This design comes from an exercise in tuning for small area on the open sky130 flow, not from production work.
Function was checked by simulation only, so behaviour that the tests miss may differ from the original.
In every run shown here, the design's own scripts or RTL, not TritonCTS, make the clock network.
The clock port is modelled as an ideal driver, which makes a skipped or thinned clock tree look cheaper than it is; a real chip needs a root buffer or a tree.
Power and IR drop assume default switching activity.

==> flow/flow/run.sh <==
#!/bin/bash
# Own layout flow: the standard layout (standard.sh) with three changes.
#  1. Synthesis is the standard script (synth_recipe.tcl) with the combinational
#     mapping step changed: no half/full-adder extraction and an area-oriented
#     ABC mapping (flow/area.abc). Registers are made by the same Yosys passes as
#     in the standard synthesis, so they keep their names and cell types.
#  2. Ports are buffered with sky130_fd_sc_hd__buf_1 instead of the default.
#  3. The clock tree is built by flow/cts_pre.tcl (a few clock buffers, each
#     driving one group of nearby clock pins) in place of clock_tree_synthesis.
# Each tool's output goes to a log file of its own in the work folder.
set -euo pipefail
WORK="$(cd "$(dirname "$0")/.." && pwd)"
cd "$WORK"

# synthesis script: the standard one with our mapping step
sed -e "s#@AREA_ABC@#$WORK/flow/area.abc#" flow/synth_pre.tcl > "$WORK/own_synth.tcl"
tail -n +2 synth_recipe.tcl >> "$WORK/own_synth.tcl"

# the standard make line, with our synthesis script
sed -e "s#SYNTH_SCRIPT=[^ ]*#SYNTH_SCRIPT=$WORK/own_synth.tcl#" standard.sh > own_standard.sh

bash own_standard.sh synth > "$WORK/log_synth.txt" 2>&1

export PRE_CTS_TCL="$WORK/flow/cts_pre.tcl"
export BUFFER_PORTS_ARGS="-buffer_cell sky130_fd_sc_hd__buf_1"
bash own_standard.sh > "$WORK/log_layout.txt" 2>&1
test -s out/final.def
==> flow/design.v <==
module pcs_8b_10b(clk, reset, tx_rd_in, tx_char_val, tx_data_in, tx_data_out, rx_rd_in, rx_char_val, rx_data_in, rx_data_out);
  input clk ;
  wire clk ;
  input reset ;
  wire reset ;
  input tx_rd_in ;
  wire tx_rd_in ;
  input tx_char_val ;
  wire tx_char_val ;
  input [7:0] tx_data_in ;
  wire [7:0] tx_data_in ;
  output [9:0] tx_data_out ;
  reg [9:0] tx_data_out ;
  input rx_rd_in ;
  wire rx_rd_in ;
  output rx_char_val ;
  input [9:0] rx_data_in ;
  wire [9:0] rx_data_in ;
  output [7:0] rx_data_out ;
  wire [1:0] e000 ;
  wire [9:0] e001 ;
  wire e002 ;
  wire e003 ;
  wire e004 ;
  wire e005 ;
  wire e006 ;
  wire e007 ;
  wire e008 ;
  wire e009 ;
  wire e010 ;
  wire e011 ;
  wire e012 ;
  wire e013 ;
  wire e014 ;
  wire e015 ;
  wire e016 ;
  wire e017 ;
  wire e018 ;
  wire e019 ;
  wire e020 ;
  wire e021 ;
  wire e022 ;
  wire e023 ;
  wire e024 ;
  wire e025 ;
  wire e026 ;
  wire e027 ;
  wire e028 ;
  wire e029 ;
  wire e030 ;
  wire e031 ;
  wire e032 ;
  wire e033 ;
  wire e034 ;
  wire e035 ;
  wire e036 ;
  wire e037 ;
  wire e038 ;
  wire e039 ;
  wire e040 ;
  wire e041 ;
  wire e042 ;
  wire e043 ;
  wire e044 ;
  wire e045 ;
  wire e046 ;
  wire e047 ;
  wire e048 ;
  wire e049 ;
  wire e050 ;
  wire e051 ;
  wire e052 ;
  wire e053 ;
  wire e054 ;
  wire e055 ;
  wire e056 ;
  wire e057 ;
  wire e058 ;
  wire e059 ;
  wire e060 ;
  wire e061 ;
  wire e062 ;
  wire e063 ;
  wire e064 ;
  wire e065 ;
  wire e066 ;
  wire e067 ;
  wire e068 ;
  wire e069 ;
  wire e070 ;
  wire e071 ;
  wire e072 ;
  wire e073 ;
  wire e074 ;
  wire e075 ;
  wire e076 ;
  wire e077 ;
  wire e078 ;
  wire e079 ;
  wire e080 ;
  wire e081 ;
  wire e082 ;
  wire e083 ;
  wire e084 ;
  wire e085 ;
  wire e086 ;
  wire e087 ;
  wire e088 ;
  wire e089 ;
  wire e090 ;
  wire e091 ;
  reg [1:0] e_hi_r ;
  wire [1:0] e_kk_r ;
  reg [3:0] e_lo_r ;
  reg e_rd_r ;
  wire in_k28 ;
  reg k28 ;
  assign e074 = e066 & ~(e073) ;
  assign e075 = e048 | e031 ;
  assign e076 = e075 | ~(e051) ;
  assign e077 = ~(e076 & e074) ;
  assign e001[4] = e057 ? e077 : e074 ;
  assign e078 = tx_data_in[7] & ~(tx_char_val) ;
  assign e079 = ~(e_hi_r[0] | e_hi_r[1]) ;
  assign e080 = e_kk_r[0] | ~(e079) ;
  assign e081 = e_hi_r[0] & e_hi_r[1] ;
  assign e082 = e081 | ~(e034) ;
  assign e083 = e080 & ~(e082) ;
  assign e084 = ~(e083 | e078) ;
  assign e085 = e081 | tx_char_val ;
  assign e086 = ~(e085 | e079) ;
  assign e087 = e_rd_r & ~(e086) ;
  assign e088 = e_kk_r[0] | ~(e034) ;
  assign e089 = e079 ? tx_char_val : e088 ;
  assign e090 = e089 ^ e087 ;
  assign e001[1] = e090 ^ e084 ;
  assign e091 = k28 & ~(e_hi_r[1]) ;
  assign e002 = tx_char_val & ~(e091) ;
  assign e003 = e002 | e_hi_r[0] ;
  assign e004 = e003 | e001[1] ;
  assign e005 = e034 & ~(e_hi_r[0]) ;
  assign e006 = tx_char_val & ~(e005) ;
  assign e007 = e_hi_r[1] & ~(e006) ;
  assign e008 = e087 ? e006 : e007 ;
  assign e001[2] = e008 | ~(e004) ;
  assign e009 = ~tx_data_in[7] ;
  assign e010 = ~(e086 & e009) ;
  assign e001[0] = ~(e010 & e090) ;
  assign e011 = e041 & ~(e_lo_r[1]) ;
  assign e012 = ~(e011 | e_lo_r[0]) ;
  assign e013 = e012 | ~(e035) ;
  assign e001[9] = e013 ^ e060 ;
  assign e014 = e085 | ~(e_hi_r[1]) ;
  assign e015 = e033 & ~(e091) ;
  assign e016 = e015 | e005 ;
  assign e017 = e016 ^ e087 ;
  assign e001[3] = e014 & ~(e017) ;
  assign e018 = tx_data_in[2] & tx_data_in[3] ;
  assign e019 = tx_data_in[1] | ~(tx_data_in[4]) ;
  assign e020 = e019 | tx_data_in[0] ;
  assign in_k28 = e018 & ~(e020) ;
  assign e021 = tx_data_in[2] | tx_data_in[3] ;
  assign e022 = tx_data_in[5] & tx_data_in[4] ;
  assign e023 = ~(e022 & tx_data_in[6]) ;
  assign e024 = e021 & ~(e023) ;
  assign e025 = e024 | in_k28 ;
  assign e026 = ~(tx_data_in[0] & tx_data_in[1]) ;
  assign e027 = e026 ^ e018 ;
  assign e028 = e027 | e009 ;
  assign e000[0] = e025 & ~(e028) ;
  assign e029 = ~e_lo_r[3] ;
  assign e030 = ~(e_lo_r[2] & e_lo_r[1]) ;
  assign e031 = e_lo_r[0] & ~(e030) ;
  assign e032 = e031 & ~(e029) ;
  assign e033 = tx_char_val & ~(e_kk_r[0]) ;
  assign e034 = k28 & tx_char_val ;
  assign e035 = ~(e034 | e033) ;
  assign e036 = e035 & ~(e032) ;
  assign e037 = ~(e_lo_r[2] | e_lo_r[1]) ;
  assign e038 = e037 & ~(e_lo_r[0]) ;
  assign e039 = e038 | e_lo_r[1] ;
  assign e040 = ~(e039 & e036) ;
  assign e041 = e_lo_r[3] & ~(e_lo_r[2]) ;
  assign e042 = ~e_rd_r ;
  assign e043 = e038 | e029 ;
  assign e044 = e_lo_r[0] & ~(e037) ;
  assign e045 = e030 & ~(e044) ;
  assign e046 = e045 & e043 ;
  assign e047 = ~(e046 | e032) ;
  assign e048 = tx_char_val | tx_data_in[4] ;
  assign e049 = ~(e048 | e047) ;
  assign e050 = e049 & ~(e042) ;
  assign e051 = e045 | e029 ;
  assign e052 = e051 | ~(tx_data_in[4]) ;
  assign e053 = e038 | e031 ;
  assign e054 = e053 | tx_char_val ;
  assign e055 = e052 & ~(e054) ;
  assign e056 = e_rd_r & ~(e055) ;
  assign e057 = ~(e056 | e050) ;
  assign e058 = e049 ? e042 : e056 ;
  assign e059 = ~e058 ;
  assign e060 = e041 ? e057 : e059 ;
  assign e001[8] = e060 ^ e040 ;
  assign e061 = ~e033 ;
  assign e062 = e038 & ~(e_lo_r[3]) ;
  assign e063 = ~(e062 | e_lo_r[2]) ;
  assign e064 = e061 & ~(e063) ;
  assign e065 = e064 | e034 ;
  assign e001[7] = e065 ^ e058 ;
  assign e066 = ~e034 ;
  assign e067 = e036 & ~(e043) ;
  assign e068 = e066 & ~(e067) ;
  assign e001[6] = e068 ^ e060 ;
  assign e069 = k28 | ~(e033) ;
  assign e070 = ~(e048 | e032) ;
  assign e071 = e070 & ~(e062) ;
  assign e072 = e071 | ~(e069) ;
  assign e001[5] = e072 ^ e057 ;
  assign e073 = e061 & ~(e047) ;
  always @(posedge clk)
      e_lo_r[0] <= tx_data_in[0] ;
  always @(posedge clk)
      e_lo_r[1] <= tx_data_in[1] ;
  always @(posedge clk)
      e_lo_r[2] <= tx_data_in[2] ;
  always @(posedge clk)
      e_lo_r[3] <= tx_data_in[3] ;
  always @(posedge clk)
      e_hi_r[0] <= tx_data_in[5] ;
  always @(posedge clk)
      e_hi_r[1] <= tx_data_in[6] ;
  always @(posedge clk)
      e_rd_r <= tx_rd_in ;
  reg e_kk_r_reg_0 ;
  always @(posedge clk)
      e_kk_r_reg_0  <= e000[0] ;
  assign e_kk_r[0] = e_kk_r_reg_0 ;
  always @(posedge clk)
      k28 <= in_k28 ;
  always @(posedge clk)
      tx_data_out[0] <= e001[0] ;
  always @(posedge clk)
      tx_data_out[1] <= e001[1] ;
  always @(posedge clk)
      tx_data_out[2] <= e001[2] ;
  always @(posedge clk)
      tx_data_out[3] <= e001[3] ;
  always @(posedge clk)
      tx_data_out[4] <= e001[4] ;
  always @(posedge clk)
      tx_data_out[5] <= e001[5] ;
  always @(posedge clk)
      tx_data_out[6] <= e001[6] ;
  always @(posedge clk)
      tx_data_out[7] <= e001[7] ;
  always @(posedge clk)
      tx_data_out[8] <= e001[8] ;
  always @(posedge clk)
      tx_data_out[9] <= e001[9] ;
  assign e000[1] = in_k28 ;
  assign e_kk_r[1] = k28 ;
  reg rx_char_val ;
  reg [7:0] rx_data_out ;
  wire [7:0] d000 ;
  wire [8:0] d001 ;
  wire d002 ;
  wire d003 ;
  wire d004 ;
  wire d005 ;
  wire d006 ;
  wire d007 ;
  wire d008 ;
  wire d009 ;
  wire d010 ;
  wire d011 ;
  wire d012 ;
  wire d013 ;
  wire d014 ;
  wire d015 ;
  wire d016 ;
  wire d017 ;
  wire d018 ;
  wire d019 ;
  wire d020 ;
  wire d021 ;
  wire d022 ;
  wire d023 ;
  wire d024 ;
  wire d025 ;
  wire d026 ;
  wire d027 ;
  wire d028 ;
  wire d029 ;
  wire d030 ;
  wire d031 ;
  wire d032 ;
  wire d033 ;
  wire d034 ;
  wire d035 ;
  wire d036 ;
  wire d037 ;
  wire d038 ;
  wire d039 ;
  wire d040 ;
  wire d041 ;
  wire d042 ;
  wire d043 ;
  wire d044 ;
  wire d045 ;
  wire d046 ;
  wire d047 ;
  wire d048 ;
  wire d049 ;
  wire d050 ;
  wire d051 ;
  wire d052 ;
  wire d053 ;
  wire d054 ;
  wire d055 ;
  wire d056 ;
  wire d057 ;
  wire d058 ;
  wire d059 ;
  wire d060 ;
  wire d061 ;
  wire d062 ;
  wire d063 ;
  wire d064 ;
  wire d065 ;
  wire d066 ;
  wire d067 ;
  wire d068 ;
  wire d069 ;
  wire d070 ;
  wire d071 ;
  wire d072 ;
  wire d073 ;
  wire d074 ;
  wire d075 ;
  wire d076 ;
  wire d077 ;
  wire d078 ;
  wire d079 ;
  wire d080 ;
  wire d081 ;
  wire d082 ;
  wire d083 ;
  wire d084 ;
  wire d085 ;
  wire d086 ;
  wire d087 ;
  wire d088 ;
  wire d089 ;
  wire d090 ;
  wire d091 ;
  wire d092 ;
  wire d093 ;
  wire d094 ;
  wire d095 ;
  wire d096 ;
  wire [4:0] d5 ;
  reg [7:0] dec_r ;
  wire kc ;
  reg [8:0] sel_r ;
  assign d037 = ~rx_data_in[7] ;
  assign d038 = ~(rx_data_in[4] | rx_data_in[5]) ;
  assign d039 = rx_data_in[4] & rx_data_in[5] ;
  assign d040 = d039 | rx_data_in[6] ;
  assign d041 = d040 & ~(d038) ;
  assign d042 = d041 ^ d037 ;
  assign d043 = rx_data_in[8] & rx_data_in[9] ;
  assign d044 = ~(rx_data_in[8] | rx_data_in[9]) ;
  assign d045 = d044 | d043 ;
  assign d046 = ~(rx_data_in[6] | rx_data_in[7]) ;
  assign d047 = d039 & ~(d046) ;
  assign d048 = ~(d047 | d043) ;
  assign d049 = rx_data_in[6] & rx_data_in[7] ;
  assign d050 = d038 & ~(d049) ;
  assign d051 = ~(d050 | d044) ;
  assign d052 = d051 & d048 ;
  assign d053 = d042 ? d045 : d052 ;
  assign d054 = rx_data_in[4] | ~(rx_data_in[5]) ;
  assign d055 = rx_data_in[4] & ~(rx_data_in[5]) ;
  assign d056 = rx_data_in[9] & ~(d055) ;
  assign d057 = d054 & ~(d056) ;
  assign d058 = d053 ? rx_rd_in : d057 ;
  assign d059 = d058 ^ d037 ;
  assign d060 = d046 & ~(d051) ;
  assign d061 = d050 & d044 ;
  assign d062 = d061 | d060 ;
  assign d063 = d047 & d043 ;
  assign d064 = d063 | d049 ;
  assign d065 = d064 & ~(d048) ;
  assign d066 = ~(d065 | d062) ;
  assign d5[2] = d066 & ~(d059) ;
  assign d067 = ~rx_data_in[8] ;
  assign d068 = rx_data_in[5] | ~(rx_data_in[9]) ;
  assign d069 = d067 & ~(d068) ;
  assign d070 = ~(d069 | rx_data_in[4]) ;
  assign d071 = rx_data_in[9] | ~(rx_data_in[5]) ;
  assign d072 = rx_data_in[8] & ~(d071) ;
  assign d073 = ~(d072 | d070) ;
  assign d074 = d053 ? rx_rd_in : d073 ;
  assign d075 = ~(d074 ^ rx_data_in[6]) ;
  assign d5[3] = d066 & ~(d075) ;
  assign d076 = d037 & ~(d043) ;
  assign d077 = d076 | d044 ;
  assign d078 = d053 ? rx_rd_in : d077 ;
  assign d079 = ~(d078 ^ rx_data_in[5]) ;
  assign d5[4] = d066 & ~(d079) ;
  assign d080 = ~d058 ;
  assign d081 = ~d074 ;
  assign d082 = rx_data_in[7] ? d080 : d081 ;
  assign d083 = d058 & ~(rx_data_in[8]) ;
  assign d084 = ~(d083 | d082) ;
  assign d085 = d067 & ~(d074) ;
  assign d086 = d085 | d084 ;
  assign d087 = d066 | d059 ;
  assign d088 = d087 | ~(d086) ;
  assign d089 = rx_data_in[1] & rx_data_in[0] ;
  assign d090 = d089 & rx_data_in[2] ;
  assign d091 = ~(d090 & d055) ;
  assign d092 = ~(rx_data_in[1] | rx_data_in[0]) ;
  assign d093 = rx_data_in[2] | ~(d092) ;
  assign d094 = d093 | d054 ;
  assign d095 = d077 ? d091 : d094 ;
  assign d096 = ~(d095 | d053) ;
  assign d002 = d088 & ~(d096) ;
  assign d003 = ~(rx_data_in[3] | rx_data_in[2]) ;
  assign d004 = rx_data_in[3] & rx_data_in[2] ;
  assign d005 = ~(d004 | d003) ;
  assign d006 = rx_data_in[1] ^ rx_data_in[3] ;
  assign d007 = ~(d006 | d005) ;
  assign d008 = ~rx_rd_in ;
  assign d009 = d089 & ~(d003) ;
  assign d010 = d009 | d004 ;
  assign d011 = ~(d092 | d089) ;
  assign d012 = d011 & d005 ;
  assign d013 = rx_rd_in & ~(d012) ;
  assign d014 = d010 ? d008 : d013 ;
  assign d015 = d014 | d007 ;
  assign kc = ~(d015 | d002) ;
  assign d016 = d006 | d011 ;
  assign d017 = rx_data_in[0] ^ rx_rd_in ;
  assign d018 = d016 & ~(d017) ;
  assign d019 = ~(d018 & d096) ;
  assign d020 = d019 | d5[3] ;
  assign d021 = ~(kc | dec_r[3]) ;
  assign d001[3] = d020 & ~(d021) ;
  assign d5[1] = d066 & ~(d086) ;
  assign d022 = d019 | d5[2] ;
  assign d023 = ~(kc | dec_r[2]) ;
  assign d001[2] = d022 & ~(d023) ;
  assign d024 = rx_data_in[9] | ~(d074) ;
  assign d025 = ~(d058 | rx_data_in[9]) ;
  assign d026 = d082 & ~(d025) ;
  assign d027 = d024 & ~(d026) ;
  assign d5[0] = d066 & ~(d027) ;
  assign d001[1] = kc ? d5[1] : dec_r[1] ;
  assign d028 = d017 ^ d088 ;
  assign d029 = d005 & ~(d028) ;
  assign d000[7] = d011 & ~(d029) ;
  assign d030 = d000[7] ^ d006 ;
  assign d001[6] = kc ? d030 : dec_r[6] ;
  assign d001[7] = kc ? d018 : dec_r[7] ;
  assign d001[4] = kc | dec_r[4] ;
  assign d031 = ~d005 ;
  assign d000[6] = d030 ? d031 : d012 ;
  assign d032 = rx_data_in[2] ? d089 : d092 ;
  assign d000[5] = d030 & ~(d032) ;
  assign d033 = ~rx_data_in[3] ;
  assign d034 = rx_rd_in & ~(d092) ;
  assign d035 = d089 | rx_data_in[3] ;
  assign d036 = d034 ? d033 : d035 ;
  assign d001[5] = kc ? d036 : dec_r[5] ;
  assign d001[0] = kc ? d5[0] : dec_r[0] ;
  always @(posedge clk)
      dec_r[0] <= d5[0] ;
  always @(posedge clk)
      dec_r[1] <= d5[1] ;
  always @(posedge clk)
      dec_r[2] <= d5[2] ;
  always @(posedge clk)
      dec_r[3] <= d5[3] ;
  always @(posedge clk)
      dec_r[4] <= d5[4] ;
  always @(posedge clk)
      dec_r[5] <= d000[5] ;
  always @(posedge clk)
      dec_r[6] <= d000[6] ;
  always @(posedge clk)
      dec_r[7] <= d000[7] ;
  always @(posedge clk)
      sel_r[0] <= d001[0] ;
  always @(posedge clk)
      sel_r[1] <= d001[1] ;
  always @(posedge clk)
      sel_r[2] <= d001[2] ;
  always @(posedge clk)
      sel_r[3] <= d001[3] ;
  always @(posedge clk)
      sel_r[4] <= d001[4] ;
  always @(posedge clk)
      sel_r[5] <= d001[5] ;
  always @(posedge clk)
      sel_r[6] <= d001[6] ;
  always @(posedge clk)
      sel_r[7] <= d001[7] ;
  always @(posedge clk)
      sel_r[8] <= kc ;
  always @(posedge clk)
      rx_data_out[0] <= sel_r[0] ;
  always @(posedge clk)
      rx_data_out[1] <= sel_r[1] ;
  always @(posedge clk)
      rx_data_out[2] <= sel_r[2] ;
  always @(posedge clk)
      rx_data_out[3] <= sel_r[3] ;
  always @(posedge clk)
      rx_data_out[4] <= sel_r[4] ;
  always @(posedge clk)
      rx_data_out[5] <= sel_r[5] ;
  always @(posedge clk)
      rx_data_out[6] <= sel_r[6] ;
  always @(posedge clk)
      rx_data_out[7] <= sel_r[7] ;
  always @(posedge clk)
      rx_char_val <= sel_r[8] ;
  assign d000[4:0] = d5 ;
  assign d001[8] = kc ;
endmodule
==> flow/flow/area.abc <==
strash
&get -n
&dch -f
&nf -p -C 32 -F 8 -D 2400
&put
topo
==> flow/standard.sh <==
#!/bin/bash
# synth_recipe.tcl (not shown) runs the flow's synth.tcl, then flattens the netlist and writes it again
# the make line also repeats each setting of config.mk as NAME=value (left out here)
make -C /OpenROAD-flow-scripts/flow DESIGN_CONFIG=/design/flow/config.mk WORK_HOME=/design/flow/orfs CLKGATE_MAP_FILE= SYNTH_SCRIPT=/design/flow/synth_recipe.tcl "${@:-finish}"
==> flow/flow/synth_pre.tcl <==
proc synth {args} { yosys synth -nofsm -noshare {*}$args }
# no half/full-adder extraction
proc extract_fa {args} { puts "extract_fa skipped" }
# area-only mapping script in place of the standard one
proc abc {args} {
  set out {}
  set skip 0
  foreach a $args {
    if { $skip } { set skip 0; continue }
    if { $a eq "-script" } { lappend out -script @AREA_ABC@; set skip 1; continue }
    if { $a eq "-D" } { set skip 1; continue }
    lappend out $a
  }
  yosys abc {*}$out
}
==> flow/flow/cts_pre.tcl <==
# Clock tree: the clock pins are split into CLK_GROUPS groups (k-means on their
# positions, default 3) and each group gets one buffer (CLKBUF_CELL, default
# sky130_fd_sc_hd__clkbuf_8) at its centre, driven by the clock port. This
# replaces clock_tree_synthesis for this small design; the rest of the standard
# CTS step (legalisation, timing repair) runs as usual.
proc clock_tree_synthesis { args } {
  set cell sky130_fd_sc_hd__clkbuf_8
  if { [info exists ::env(CLKBUF_CELL)] } { set cell $::env(CLKBUF_CELL) }
  set k 3
  if { [info exists ::env(CLK_GROUPS)] } { set k $::env(CLK_GROUPS) }
  set block [ord::get_db_block]
  set clk_net [$block findNet clk]
  set master [[ord::get_db] findMaster $cell]
  set sinks {}
  set xs {}
  set ys {}
  foreach it [$clk_net getITerms] {
    set box [[$it getInst] getBBox]
    lappend sinks $it
    lappend xs [expr { ([$box xMin] + [$box xMax]) / 2.0 }]
    lappend ys [expr { ([$box yMin] + [$box yMax]) / 2.0 }]
  }
  set n [llength $sinks]
  # initial centres: sinks in x order, evenly spaced
  set order [lsort -real -indices $xs]
  set cx {}
  set cy {}
  for { set g 0 } { $g < $k } { incr g } {
    set i [lindex $order [expr { int(($g + 0.5) * $n / $k) }]]
    lappend cx [lindex $xs $i]
    lappend cy [lindex $ys $i]
  }
  for { set iter 0 } { $iter < 50 } { incr iter } {
    set assign {}
    for { set i 0 } { $i < $n } { incr i } {
      set best 0
      set bd 1e30
      for { set g 0 } { $g < $k } { incr g } {
        set d [expr { abs([lindex $xs $i] - [lindex $cx $g]) + abs([lindex $ys $i] - [lindex $cy $g]) }]
        if { $d < $bd } { set bd $d; set best $g }
      }
      lappend assign $best
    }
    set ncx {}
    set ncy {}
    for { set g 0 } { $g < $k } { incr g } {
      set m 0; set ax 0.0; set ay 0.0
      for { set i 0 } { $i < $n } { incr i } {
        if { [lindex $assign $i] == $g } {
          set ax [expr { $ax + [lindex $xs $i] }]
          set ay [expr { $ay + [lindex $ys $i] }]
          incr m
        }
      }
      if { $m > 0 } {
        lappend ncx [expr { $ax / $m }]
        lappend ncy [expr { $ay / $m }]
      } else {
        lappend ncx [lindex $cx $g]
        lappend ncy [lindex $cy $g]
      }
    }
    set cx $ncx
    set cy $ncy
  }
  for { set g 0 } { $g < $k } { incr g } {
    set buf [odb::dbInst_create $block $master clkbuf_$g]
    set net [odb::dbNet_create $block clknet_$g]
    $net setSigType CLOCK
    set m 0
    for { set i 0 } { $i < $n } { incr i } {
      if { [lindex $assign $i] == $g } {
        set it [lindex $sinks $i]
        $it disconnect
        $it connect $net
        incr m
      }
    }
    [$buf findITerm A] connect $clk_net
    [$buf findITerm X] connect $net
    $buf setLocation [expr { int([lindex $cx $g]) }] [expr { int([lindex $cy $g]) }]
    $buf setPlacementStatus PLACED
    puts "clock buffer clkbuf_$g ($cell) drives $m clock pins"
  }
  set_propagated_clock [all_clocks]
}
==> flow/config.mk <==
export PLATFORM = sky130hd
export DESIGN_NAME = pcs_8b_10b
export DESIGN_NICKNAME = pcs_8b_10b
export VERILOG_FILES = /design/flow/design.v
export SDC_FILE = /design/flow/constraint.sdc
export NUM_CORES = 4
export LEC_CHECK = 0
export CAP_MARGIN = 20
export CORE_MARGIN = 2
export CORE_UTILIZATION = 60
export GPL_TIMING_DRIVEN = 0
export PLACE_DENSITY = 0.7
export SLEW_MARGIN = 20
==> flow/constraint.sdc <==
create_clock -name core_clock -period 4.0 [get_ports {clk}]
set_input_delay 0.8000 -clock core_clock [delete_from_list [all_inputs] [get_ports {clk}]]
set_output_delay 0.8000 -clock core_clock [all_outputs]
set_load 0.01 [all_outputs]
==> impl_metrics.json, run 1 <==
{
  "drt_iter0_drc": 90,
  "die_y_um": 59.3,
  "max_cap_viol_count": 0,
  "synth-xor-area-share_pct": 8.10,
  "netlist_instances": 193,
  "final.setup.tns_ns": 0,
  "finalHoldViolCount": 0,
  "grt_usage_pct": 19.8,
  "synth_area_per_cell_um2": 9.52,
  "cp_top_family": "multiplexers",
  "port_buffers": 40,
  "fill_cells": 251,
  "cp-start-kind": "input pin",
  "rsz0062_at_grt": "no",
  "synth_top_family_by_area": "compound AO/OA/AOI/OAI gates",
  "cts.clk_slew.worst_paths_ns": 0.11,
  "fmax_ghz": 0.263,
  "place_ws_ns": -0.179,
  "synthToLayoutAreaGrowth_pct": 14.8,
  "setup_viol": 0,
  "overflow": 0,
  "fp.coreArea_um2": 2980,
  "p_leak_nw": 0.820,
  "syn_area_um2": 1840,
  "cp_max_fo": 9,
  "reg2reg_slack_ns": 1.80,
  "synth-simple-area-share_pct": 16.4,
  "dp_hpwl_um": 2530,
  "setup_ws_ns": 0.191,
  "synth_fa_ha_area_share_pct": 1.63,
  "avgViaCountPerCell": 5.55,
  "final.period_utilization_pct": 95.2,
  "fin_nets": 264,
  "min_period_ns": 3.81,
  "rows": 20,
  "crit_slowest_cell": "mux2_1",
  "seqCellArea_um2": 901,
  "p_per_area_nw_per_um2": 438,
  "status": "complete, no violations",
  "die_width_um": 59.3,
  "gp_congestion": 0.886,
  "maxSlewViolCount": 0,
  "layout_commonest_cell": "dfxtp_1",
  "async_flop_share_pct": 0,
  "tightest_slew_ns": 0.580,
  "grt_pass1_vias": 1426,
  "synthMuxAreaShare_pct": 6.40,
  "cp_cell_sequence": "buf_1, maj3_1, xor2_1, mux2i_2, mux2_1, nor2b_1, o22ai_1, a31oi_1, a21oi_1, xor2_1, mux2_1",
  "cp_data_arrival_time_ns": 3.88,
  "ys_seq_area_share_pct": 49.0,
  "dp.cells": 266,
  "fin_worst_skew_ns": 0.0440,
  "antenna_found_initial": 0,
  "grt_max_degree": 22,
  "final_cell_mix": "dfxtp_1, buf_1, nor2_1, a21oi_1, o21ai_0",
  "ant_nets": 0,
  "synth_edf_count": 0,
  "hold_class": "flip-flop to flip-flop",
  "grt_pass1_wl_um": 5670,
  "drt_first_pass_iters": 4,
  "max_stage_delay_ns": 0.42,
  "start_util_pct": 61.7,
  "synth_warnings": 1,
  "drive_gt1_share_pct": 3.35,
  "ys_types": 36,
  "synth_ff_type": "dfxtp_1",
  "post_drt_wl_per_cell_um": 11.8,
  "synth-compound-area-share_pct": 18.0,
  "boundaryPins": 42,
  "insertion_delay_ns": 0.17,
  "die_area_um2": 3520,
  "multi_input_comb_area_um2": 946,
  "synth-seq-cells": 45,
  "routed_wl_um": 3220,
  "final_cells": 272,
  "crit_type": "input pin to flip-flop",
  "required_ns": 4.07,
  "cp-end-kind": "flip-flop",
  "drc": 0,
  "vias": 1510,
  "syn_nets": 216,
  "ir_drop_mv": 0.227,
  "maxSlewHeadroom_pct": 60.9,
  "diodes": 0,
  "crit_buf_inv": 1
}
kinds of logic (layout without fill, tap and decap cells):
kind of cell,after synthesis,count (layout)
multiplexers,11,11
AO/OA/AOI/OAI,53,53
adder cells (fa/ha/maj),3,3
flip-flops,45,45
buffers and inverters,2,48
AND/OR/NAND/NOR,62,62
XOR/XNOR,17,17
cells in the mapped netlist (2+ instances only):
master / number / area share [%]
nor2b_1: 6 / 2.0
nor3_1: 5 / 1.4
or3_1: 2 / 0.68
dfxtp_1: 45 / 49
o22a_1: 2 / 0.95
o21ai_0: 14 / 3.8
mux2i_1: 5 / 2.7
maj3_1: 3 / 1.6
nand2_1: 13 / 2.7
xor2_1: 9 / 4.3
clkinv_1: 2 / 0.41
nand3_1: 5 / 1.4
nor2_1: 20 / 4.1
o211a_1: 2 / 1.1
xnor2_1: 8 / 3.8
a211oi_1: 4 / 1.6
a21o_1: 2 / 0.82
mux2_1: 6 / 3.7
o22ai_1: 2 / 0.68
a21oi_1: 18 / 4.9
nand2b_1: 5 / 1.7
final timing paths:
kind                                   startpoint                      to  depth (start not counted)
worst max register to register  e_lo_r[1]$_DFF_P_  tx_data_out[9]$_DFF_P_                          7
worst min register to register   sel_r[3]$_DFF_P_  rx_data_out[3]$_DFF_P_                          0
worst min-delay path             sel_r[3]$_DFF_P_  rx_data_out[3]$_DFF_P_                          0
worst max-delay path                rx_data_in[5]        dec_r[6]$_DFF_P_                         11
flip-flops by register name, summed over array words and instances, names as in the netlist:
name	cells
dec_r	8
e_hi_r	2
e_kk_r_reg_0	1
e_lo_r	4
e_rd_r	1
k28	1
rx_char_val	1
rx_data_out	8
sel_r	9
tx_data_out	10
stage by stage:
| stage | utilization [%] | hold WS [ns] | power, mW | cell area, µm² |
|---|---|---|---|---|
| after detailed placement | 68.3 | 0.313 | 0.755 | 2030 |
| after floorplan | - | 0.310 | 0.686 | 1840 |
| after global routing | 70.8 | 0.304 | 0.979 | 2110 |
| after global placement | 68.2 | 0.310 | 0.747 | 2030 |
| final | 70.8 | 0.300 | 0.923 | 2110 |
| after CTS | 70.0 | 0.299 | 0.923 | 2080 |
routing by layer:
layer | share of wire [%] | wire length [µm] | GRT usage (%) | vias to the layer above
met5 | 0 | 0 | 0 | -
met4 | 1.2 | 37 | 3.25 | 0
met3 | 4.1 | 131 | 1.53 | 4
met2 | 54 | 1750 | 42.2 | 41
met1 | 40 | 1300 | 20.4 | 676
li1 | - | - | - | 789
layout make-up:
cell class              count  share of cell area, %
multi-input cells         146                   44.8
inverters                   2                  0.356
flip-flops and latches     45                   42.7
well taps                  33                   1.96
repair buffers             43                   8.19
plain buffers               3                   1.96
repair_timing:
| item | 4_1_cts | 5_1_grt |
|---|---|---|
| pin swaps | 0 | 1 |
| endpoints found under the hold margin | 0 | 0 |
| setup buffers | 0 | 3 |
| hold buffers | 0 | 0 |
| resized for setup | 1 | 1 |
| endpoints found under the setup margin | 2 | 4 |
power breakdown:
part / switching [mW] / internal, mW / total [mW] / leakage, nW
Sequential: 0.0220 / 0.527 / 0.549 / 0.378
Clock: 0.102 / 0.0691 / 0.171 / 0.0216
Combinational: 0.119 / 0.0842 / 0.203 / 0.420
==> run 2, diff against run 1 <==
==> flow/flow/area.abc (replaced) <==
strash
&get -n
&dch -f
&nf -R 1000 -p -C 32 -F 8
&put
topo
==> run 2 against run 1 <==
Compared with the run above:
- register-to-register slack gained 0.04 ns
- synthesized area decreased by 0.82%
- cell count decreased by 0.74%
- clock skew shrank 0.029 ns
- critical path type unchanged
==> impl_metrics.json, run 2 <==
{
  "routed_wl_um": 3160,
  "avgViaCountPerCell": 5.64,
  "ant_nets": 0,
  "grt_max_degree": 19,
  "cts.clk_slew.worst_paths_ns": 0.10,
  "insertion_delay_ns": 0.15,
  "diodes": 0,
  "biggestRegsByFlops": "tx_data_out: 10 flops, sel_r: 9 flops",
  "use_met1_pct": 22.4,
  "rows": 20,
  "ys_seq_area_share_pct": 49.4,
  "synth_warnings": 1,
  "die_width_um": 59.1,
  "synthTopCellsByArea": "dfxtp_1, xor2_1, a21oi_1, nor2_1, o21ai_0",
  "drive_gt1_share_pct": 2.11,
  "vias": 1522,
  "overflow": 0,
  "antenna_found_initial": 0,
  "boundaryPins": 42,
  "finalHoldViolCount": 0,
  "timing.hold.ws_ns": 0.318,
  "netlist_instances": 194,
  "grt_usage_pct": 19.1,
  "p_int_uw": 678,
  "die_y_um": 59.1,
  "status": "complete, no violations",
  "synthToLayoutAreaGrowth_pct": 13.0,
  "largest_reg_flops": 10,
  "rsz0062_at_grt": "no",
  "hold_class": "flip-flop to flip-flop",
  "hold_buffers": 0,
  "gp_congestion": 0.896,
  "cp-end-kind": "flip-flop",
  "post_cts_buffers": 0,
  "fmax_ghz": 0.275,
  "grt_pass1_vias": 1401,
  "met2_usage_pct": 37.9,
  "maxSlewViolCount": 0,
  "fp.coreArea_um2": 2980,
  "dp_hpwl_um": 2510,
  "port_buffers": 40,
  "cp-start-kind": "input pin",
  "start_util_pct": 61.2,
  "synth_top_area_share_pct": 49.4,
  "synth_common_cells": "dfxtp_1, nor2_1, a21oi_1",
  "crit_type": "input pin to flip-flop",
  "maxSlewHeadroom_pct": 69.2,
  "grt_pass1_wl_um": 5490,
  "post_cts_resized": 1,
  "tightest_slew_ns": 0.462,
  "clockPowerShare_pct": 19.1,
  "synth-seq-cells": 45,
  "die_area_um2": 3500,
  "drt_first_pass_iters": 4,
  "grt-busiest-layer": "met2",
  "p_sw_uw": 248,
  "top_register": "tx_data_out",
  "synth_area_per_cell_um2": 9.40,
  "p_per_area_nw_per_um2": 449,
  "ys_types": 35,
  "layout_commonest_cell": "dfxtp_1",
  "async_flop_share_pct": 0,
  "grt_use_met3_pct": 1.09,
  "drt_iter0_drc": 99,
  "required_ns": 4.09,
  "p_sw_share_pct": 26.8,
  "yosysTopAreaCell": "dfxtp_1",
  "drc": 0,
  "synth_edf_count": 0,
  "fin_worst_skew_ns": 0.0150,
  "finalPower_uw": 926,
  "synth_ff_type": "dfxtp_1",
  "max_cap_viol_count": 0,
  "fill_cells": 254,
  "syn_area_um2": 1820,
  "min_period_ns": 3.63,
  "syn_nets": 217,
  "cp_max_fo": 9,
  "p_seq_share_pct": 59.7,
  "cp_data_arrival_time_ns": 3.72,
  "final_cell_mix": "dfxtp_1, buf_1, nor2_1, a21oi_1, nand2_1",
  "final.period_utilization_pct": 90.8,
  "fin_nets": 262,
  "setup_viol": 0,
  "synth.most_common_cell": "dfxtp_1",
  "post_drt_wl_per_cell_um": 11.7,
  "ir_drop_mv": 0.262,
  "p_leak_nw": 0.796,
  "power_frac_comb_pct": 21.1
}
-- run 2: cell count changes after synthesis, moves of 2 or more --
cell	change
mux2_1	-2
mux2i_1	-2
nand2_1	+2
nor3_1	+2
xor2_1	+2
-- run 2: power groups by stage --
stage	logic, mW	registers [mW]	clock network [mW]
5_1_grt	0.223	0.562	0.195
4_1_cts	0.196	0.554	0.177
6_report	0.195	0.553	0.177
3_5_place_dp	0.195	0.565	0
2_1_floorplan	0.109	0.581	0
3_3_place_gp	0.190	0.561	0
-- run 2: logic make-up after synthesis --
logic type               count (synthesis)  share of synthesized area [%]
adder cells (fa/ha/maj)                  2                           1.10
multiplexers                             7                           4.12
flip-flops                              45                           49.4
AND/OR/NAND/NOR                         65                           17.0
XOR/XNOR                                19                           9.13
buffers and inverters                    2                          0.412
AO/OA/AOI/OAI                           54                           18.8
-- run 2: layout make-up --
class                      count  area [µm²]  share of cell area (%)
multi-input combinational    147         918                    44.6
buffer                         3        41.3                    2.00
timing repair buffer          40         150                    7.29
sequential                    45         901                    43.7
inverter                       2        7.51                   0.365
tap                           33        41.3                    2.00
-- run 2: worst max-delay path, cell delays in order --
cell	delay [ns]
buf_1	0.17
maj3_1	0.40
xnor2_1	0.14
o21ai_1	0.38
mux2i_1	0.42
nor2_1	0.09
o22a_1	0.20
nor3b_1	0.32
xor2_1	0.11
a21oi_1	0.22
xor2_1	0.31
nand2_1	0.09
o21ai_0	0.07
-- run 2: metal layers --
layer,wire [µm],up-vias
met5,0,-
met4,21,0
met3,105,2
met2,1750,37
met1,1280,699
li1,-,784
-- run 2: path summary, 6_finish.rpt --
check | to | from | cells after the start | slack [ns]
min reg2reg | rx_data_out[2]$_DFF_P_ | sel_r[2]$_DFF_P_ | 0 | 0.32
min | rx_data_out[2]$_DFF_P_ | sel_r[2]$_DFF_P_ | 0 | 0.32
max reg2reg | tx_data_out[8]$_DFF_P_ | e_lo_r[1]$_DFF_P_ | 7 | 1.84
max | dec_r[6]$_DFF_P_ | rx_data_in[5] | 13 | 0.37
-- run 2: through the flow --
stage | util, % | setup TNS (ns) | instance area, µm² | setup WS, ns | instances
finish | 69.2 | 0 | 2060 | 0.369 | 270
global route | 69.2 | 0 | 2060 | 0.00875 | 270
CTS | 69.0 | 0 | 2060 | 0.154 | 270
detailed placement | 67.6 | -0.676 | 2010 | -0.184 | 267
global placement | 67.6 | -0.115 | 2010 | -0.0401 | 267
floorplan | - | 0 | 1820 | 0.523 | 194
==> run 3, diff against run 2 <==
==> flow/flow/area.abc (replaced) <==
strash
&get -n
&dch -f
&nf -R 50 -p -C 32 -F 8
&put
topo
==> run 3 against run 2 <==
Compared with the run above:
- still clean
- synthesized area did not move
- die area did not move
- flip-flop and latch count did not move
- synthesized cell count did not move
- sequential share of layout area did not move
- utilization did not move
- critical path type unchanged
==> impl_metrics.json, run 3 <==
{
  "status": "complete, no violations",
  "async_flop_share_pct": 0,
  "synth_warnings": 1,
  "syn_nets": 217,
  "final_cells": 270,
  "netlist_instances": 194,
  "gp_congestion": 0.896,
  "fmax_ghz": 0.275,
  "grt_pass1_vias": 1401,
  "diodes": 0,
  "biggestRegsByFlops": "tx_data_out: 10 flops, sel_r: 9 flops",
  "cp-start-kind": "input pin",
  "setup_ws_ns": 0.369,
  "ant_nets": 0,
  "finalHoldViolCount": 0,
  "insertion_delay_ns": 0.15,
  "crit_buf_inv": 1,
  "drive_gt1_share_pct": 2.11,
  "final.period_utilization_pct": 90.8,
  "fill_cells": 254,
  "placed_area_um2": 2010,
  "setup_viol": 0,
  "cp_top_family": "compound AO/OA/AOI/OAI gates",
  "die_y_um": 59.1,
  "place_ws_ns": -0.184,
  "finalPower_uw": 926,
  "grt_usage_pct": 19.1,
  "drt_iter0_drc": 99,
  "yosysTopAreaCell": "dfxtp_1",
  "max_stage_delay_ns": 0.42,
  "synth_ff_type": "dfxtp_1",
  "layout_commonest_cell": "dfxtp_1",
  "overflow": 0,
  "cpMostUsedCell": "xor2_1",
  "drc": 0,
  "min_period_ns": 3.63,
  "synth-seq-cells": 45,
  "rows": 20,
  "synth_common_cells": "dfxtp_1, nor2_1, a21oi_1",
  "largest_reg_flops": 10,
  "synthToLayoutAreaGrowth_pct": 13.0,
  "synth_edf_count": 0,
  "synth.most_common_cell": "dfxtp_1",
  "p_leak_nw": 0.796,
  "crit_slowest_cell": "mux2i_1",
  "hold_class": "flip-flop to flip-flop",
  "synth_area_per_cell_um2": 9.40,
  "vias": 1522,
  "post_cts_resized": 1,
  "start_util_pct": 61.2,
  "ys_seq_area_share_pct": 49.4,
  "multi_input_comb_area_um2": 918,
  "seqCellArea_um2": 901,
  "p_per_area_nw_per_um2": 449,
  "cp_cell_sequence": "buf_1, maj3_1, xnor2_1, o21ai_1, mux2i_1, nor2_1, o22a_1, nor3b_1, xor2_1, a21oi_1, xor2_1, nand2_1, o21ai_0",
  "antenna_found_initial": 0,
  "maxSlewViolCount": 0,
  "fin_area_um2": 2060,
  "synthTopCellsByArea": "dfxtp_1, xor2_1, a21oi_1, nor2_1, o21ai_0",
  "required_ns": 4.09,
  "cts.clk_slew.worst_paths_ns": 0.10,
  "dp.cells": 267,
  "routed_wl_um": 3160,
  "cp_max_fo": 9,
  "die_area_um2": 3500,
  "post_drt_wl_per_cell_um": 11.7,
  "maxSlewHeadroom_pct": 69.2,
  "synth_top_area_share_pct": 49.4,
  "boundaryPins": 42,
  "max_cap_viol_count": 0,
  "drt_first_pass_iters": 4,
  "fin_worst_skew_ns": 0.0150,
  "avgViaCountPerCell": 5.64,
  "rsz0062_at_grt": "no",
  "fp.coreArea_um2": 2980,
  "grt_max_degree": 19,
  "ys_types": 35,
  "dp_hpwl_um": 2510,
  "crit_type": "input pin to flip-flop",
  "die_width_um": 59.1,
  "cp_data_arrival_time_ns": 3.72,
  "cp-end-kind": "flip-flop",
  "top_register": "tx_data_out",
  "tightest_slew_ns": 0.462,
  "syn_area_um2": 1820,
  "ir_drop_mv": 0.262,
  "grt_pass1_wl_um": 5490,
  "fin_nets": 262,
  "final_cell_mix": "dfxtp_1, buf_1, nor2_1, a21oi_1, nand2_1",
  "hold_buffers": 0,
  "post_cts_buffers": 0,
  "port_buffers": 40
}
run 3: cell counts after synthesis:
No cell type changed its count.
run 3: metrics by stage:
| stage | TNS (ns) | hold WS (ns) | utilization, % |
|---|---|---|---|
| after detailed placement | -0.676 | 0.315 | 67.6 |
| after CTS | 0 | 0.317 | 69.0 |
| after floorplan | 0 | 0.310 | - |
| after global placement | -0.115 | 0.310 | 67.6 |
| after global routing | 0 | 0.330 | 69.2 |
| final | 0 | 0.318 | 69.2 |
run 3: worst paths after layout:
check / start / to / slack (ns) / depth (start not counted)
setup / recovery: rx_data_in[5] / dec_r[6]$_DFF_P_ / 0.37 / 13
hold / removal: sel_r[2]$_DFF_P_ / rx_data_out[2]$_DFF_P_ / 0.32 / 0
setup reg to reg: e_lo_r[1]$_DFF_P_ / tx_data_out[8]$_DFF_P_ / 1.84 / 7
hold reg to reg: sel_r[2]$_DFF_P_ / rx_data_out[2]$_DFF_P_ / 0.32 / 0
run 3: where the power goes:
| part | internal [mW] | switching [mW] |
|---|---|---|
| Sequential | 0.530 | 0.0233 |
| Combinational | 0.0790 | 0.116 |
| Clock | 0.0692 | 0.108 |
run 3: kinds of logic after synthesis:
kind of cell	after synthesis	synth area share, %
buffers and inverters	2	0.412
multiplexers	7	4.12
XOR/XNOR	19	9.13
adder cells (fa/ha/maj)	2	1.10
AND/OR/NAND/NOR	65	17.0
flip-flops	45	49.4
AO/OA/AOI/OAI	54	18.8
run 3: final cells by class:
cell class,count,area share [%]
timing repair buffer,40,7.29
sequential,45,43.7
buffer,3,2.00
tap,33,2.00
multi-input combinational,147,44.6
inverter,2,0.365
run 3: metal layers:
layer / global-route usage, % / share of wire [%] / vias to the layer above
met5: 0 / 0 / -
met4: 3.57 / 0.66 / 0
met3: 1.09 / 3.3 / 2
met2: 37.9 / 55 / 37
met1: 22.4 / 41 / 699
li1: - / - / 784
==> run 4, diff against run 3 <==
--- a/flow/flow/cts_pre.tcl
+++ b/flow/flow/cts_pre.tcl
@@ -6,7 +6,7 @@
 proc clock_tree_synthesis { args } {
   set cell sky130_fd_sc_hd__clkbuf_8
   if { [info exists ::env(CLKBUF_CELL)] } { set cell $::env(CLKBUF_CELL) }
-  set k 3
+  set k 2
   if { [info exists ::env(CLK_GROUPS)] } { set k $::env(CLK_GROUPS) }
   set block [ord::get_db_block]
   set clk_net [$block findNet clk]
--- a/flow/config.mk
+++ b/flow/config.mk
@@ -7,7 +7,7 @@
 export LEC_CHECK = 0
 export CAP_MARGIN = 20
 export CORE_MARGIN = 2
-export CORE_UTILIZATION = 60
+export CORE_UTILIZATION = 80
 export GPL_TIMING_DRIVEN = 0
-export PLACE_DENSITY = 0.7
+export PLACE_DENSITY = 0.95
 export SLEW_MARGIN = 20
==> run 4 against run 3 <==
Compared with the run above:
- the layout now fails its checks (negative setup slack)
- register-to-register slack worse by 0.33 ns
- flip-flop and latch count stayed put
- die area is 23% lower
- synthesized area stayed put
- combinational power is 19% higher
- design area is 0.36% lower
- critical path type unchanged
- largest cell class unchanged
- largest power group unchanged
- highest routed layer unchanged
==> impl_metrics.json, run 4 <==
{
  "cts.clk_slew.worst_paths_ns": 0.12,
  "layout_commonest_cell": "dfxtp_1",
  "cp_max_fo": 9,
  "drt_iter0_drc": 125,
  "wl_met1_um": 1860,
  "fmax_ghz": 0.248,
  "p_leak_nw": 0.791,
  "met3WireLength_um": 686,
  "synth_common_cells": "dfxtp_1, nor2_1, a21oi_1",
  "die_area_um2": 2680,
  "startpoint": "rx_data_in[7]",
  "final_cell_mix": "dfxtp_1, buf_1, nor2_1, a21oi_1, nand2_1",
  "netlist_instances": 194,
  "synth.most_common_cell": "dfxtp_1",
  "biggestRegsByFlops": "tx_data_out: 10 flops, sel_r: 9 flops",
  "synth-seq-cells": 45,
  "fp.coreArea_um2": 2190,
  "synth-xor-area-share_pct": 9.13,
  "boundaryPins": 42,
  "dp_hpwl_um": 3600,
  "ys_seq_area_share_pct": 49.4,
  "overflow": 0,
  "synthMuxAreaShare_pct": 4.12,
  "rows": 17,
  "max_stage_delay_ns": 0.51,
  "seqCellArea_um2": 901,
  "hold_buffers": 0,
  "antenna_found_initial": 0,
  "diodes": 0,
  "top_register": "tx_data_out",
  "largest_reg_flops": 10,
  "wl_met2_um": 2730,
  "start_util_pct": 83.2,
  "cp_cell_sequence": "buf_1, o211ai_1, nand2_1, nor3_1, o21ai_1, mux2i_1, nor2_1, o22a_1, nor3b_1, xor2_1, a21oi_1, xor2_2, a21oi_1",
  "r2r_start": "e_lo_r[1]$_DFF_P_",
  "maxSlewViolCount": 0,
  "die_y_um": 51.7,
  "insertion_delay_ns": 0.17,
  "yosysTopAreaCell": "dfxtp_1",
  "cp-start-kind": "input pin",
  "grt_usage_pct": 42.8,
  "synth_top_family_by_area": "compound AO/OA/AOI/OAI gates",
  "drive_gt1_share_pct": 2.54,
  "synthToLayoutAreaGrowth_pct": 12.6,
  "synth-simple-area-share_pct": 17.0,
  "routed.top_layer": "met4",
  "final.period_utilization_pct": 101,
  "synth_top_area_share_pct": 49.4,
  "ys_types": 35,
  "ant_nets": 0,
  "syn_area_um2": 1820,
  "fin_worst_skew_ns": 0.00315,
  "dp.cells": 262,
  "port_buffers": 40,
  "finalHoldViolCount": 0,
  "cp_data_arrival_time_ns": 4.09,
  "post_drt_wl_per_cell_um": 22.6,
  "synthTopCellsByArea": "dfxtp_1, xor2_1, a21oi_1, nor2_1, o21ai_0",
  "maxSlewHeadroom_pct": 55.3,
  "finalPower_uw": 946,
  "setup_viol": 2,
  "cp-end-kind": "flip-flop",
  "tightest_slew_ns": 0.670,
  "multi_input_comb_area_um2": 931,
  "synth_ff_type": "dfxtp_1",
  "grt_pass1_wl_um": 8500,
  "post_cts_buffers": 0,
  "failed_checks": "negative setup slack",
  "crit_type": "input pin to flip-flop",
  "vias": 1913,
  "async_flop_share_pct": 0,
  "synth_edf_count": 0,
  "max_cap_viol_count": 0,
  "final_util_pct": 93.7,
  "synth_warnings": 1,
  "status": "complete, but fails checks",
  "rr_worst_depth": 7,
  "drc": 0,
  "syn_nets": 217,
  "endpoint": "sel_r[6]$_DFF_P_",
  "fill_cells": 77,
  "r2r_end": "tx_data_out[8]$_DFF_P_",
  "cpMostUsedCell": "a21oi_1",
  "min_period_ns": 4.03,
  "ir_drop_mv": 0.353,
  "avgViaCountPerCell": 7.25,
  "synth_fa_ha_area_share_pct": 1.10,
  "placed_area_um2": 2010,
  "gp_congestion": 0.895,
  "hold_class": "flip-flop to flip-flop",
  "grt_max_degree": 24,
  "fin_area_um2": 2050,
  "reg2reg_slack_ns": 1.51,
  "synth-compound-area-share_pct": 18.8,
  "die_width_um": 51.7,
  "fin_nets": 261,
  "p_per_area_nw_per_um2": 461,
  "synth_area_per_cell_um2": 9.40,
  "setup_ws_ns": -0.0264,
  "final_cells": 264,
  "routed_wl_um": 5970,
  "drt_first_pass_iters": 6,
  "required_ns": 4.06,
  "crit_slowest_cell": "mux2i_1",
  "grt_pass1_vias": 1752
}
[run 4: cell counts after synthesis]
No cell type changed its count.
[run 4: layout make-up]
class,count,area share [%]
tap,28,1.71
buffer,2,1.34
timing repair buffer,40,7.32
sequential,45,43.9
multi-input combinational,147,45.4
inverter,2,0.366
[run 4: critical path, delay by kind of cell]
kind | cells | cell delay (ns)
AND/OR/NAND/NOR | 4 | 0.69
AO/OA/AOI/OAI | 5 | 1.28
multiplexers | 1 | 0.51
buffers and inverters | 1 | 0.37
XOR/XNOR | 2 | 0.42
[run 4: kinds of logic (layout without fill, tap and decap cells)]
| kind of cell | Yosys count | after routing |
|---|---|---|
| AO/OA/AOI/OAI | 54 | 54 |
| XOR/XNOR | 19 | 19 |
| adder cells (fa/ha/maj) | 2 | 2 |
| buffers and inverters | 2 | 44 |
| flip-flops | 45 | 45 |
| multiplexers | 7 | 7 |
| AND/OR/NAND/NOR | 65 | 65 |
[run 4: report_power, final]
part           switching (mW)  internal, mW
logic                   0.153        0.0801
registers              0.0305         0.530
clock network           0.105        0.0471
total                   0.289         0.657
[run 4: worst min path at each step]
stage / from / to / slack (ns) / cells after the start
after floorplan: sel_r[8]$_DFF_P_ / rx_char_val$_DFF_P_ / 0.31 / 0
after global placement: sel_r[0]$_DFF_P_ / rx_data_out[0]$_DFF_P_ / 0.31 / 0
after detailed placement: sel_r[3]$_DFF_P_ / rx_data_out[3]$_DFF_P_ / 0.31 / 0
after CTS: sel_r[3]$_DFF_P_ / rx_data_out[3]$_DFF_P_ / 0.34 / 0
after global routing: sel_r[0]$_DFF_P_ / rx_data_out[0]$_DFF_P_ / 0.35 / 0
final: sel_r[3]$_DFF_P_ / rx_data_out[3]$_DFF_P_ / 0.34 / 0
[run 4: timing repair]
action | in CTS | in global routing
hold endpoints to repair | 0 | 0
resized for setup | 1 | 4
endpoints found under the setup margin | 6 | 9
[run 4: metal layers]
| metal | global-route usage, % | vias to the layer above |
|---|---|---|
| li1 | - | 778 |
| met1 | 45.9 | 840 |
| met2 | 80.8 | 208 |
| met3 | 6.32 | 87 |
| met4 | 21.5 | 0 |
| met5 | 0 | - |
[run 4: stage by stage]
stage	hold WS (ns)	setup WS, ns	setup TNS [ns]
final	0.342	-0.0264	-0.0401
after global routing	0.346	-0.0698	-0.157
after CTS	0.340	0.0398	0
after detailed placement	0.312	-0.220	-0.870
after floorplan	0.310	0.523	0
after global placement	0.310	-0.0253	-0.0577

## re-timing with driven ports
In the flow no input, the clock included, has a driving cell. The finished layouts below were timed again as built, in two steps. Step 1 (the two cells are an assumption about what drives the block):
set clk [get_ports {clk}]
set_driving_cell -lib_cell sky130_fd_sc_hd__clkbuf_16 $clk
set_driving_cell -lib_cell sky130_fd_sc_hd__buf_2 [delete_from_list [all_inputs] $clk]
Step 2 moves the port delays by t, midway between the first and last clock arrival at a register: inputs arrive t later, outputs are due t later. That takes back most of the time a late clock gives input paths. Three values: no drivers, after step 1, after step 2; two values: the first two.
run | t (ns) | setup WS [ns] | worst register clock-pin slew, ns | worst data-port slew with drivers (ns) | cell pins on the clock port's net
run 1 | 0.189 | 0.191 / 0.215 / 0.027 | 0.11 / 0.11 | 0.03 | 3
run 2 | 0.188 | 0.369 / 0.390 / 0.202 | 0.10 / 0.10 | 0.03 | 3
run 3 | 0.188 | 0.369 / 0.390 / 0.202 | 0.10 / 0.10 | 0.03 | 3
run 4 | 0.212 | -0.026 / -0.035 / -0.248 | 0.12 / 0.12 | 0.05 | 2
The setup slack of run 4, which loses most, moves by -0.009 ns with the drivers and by -0.222 ns with both steps.
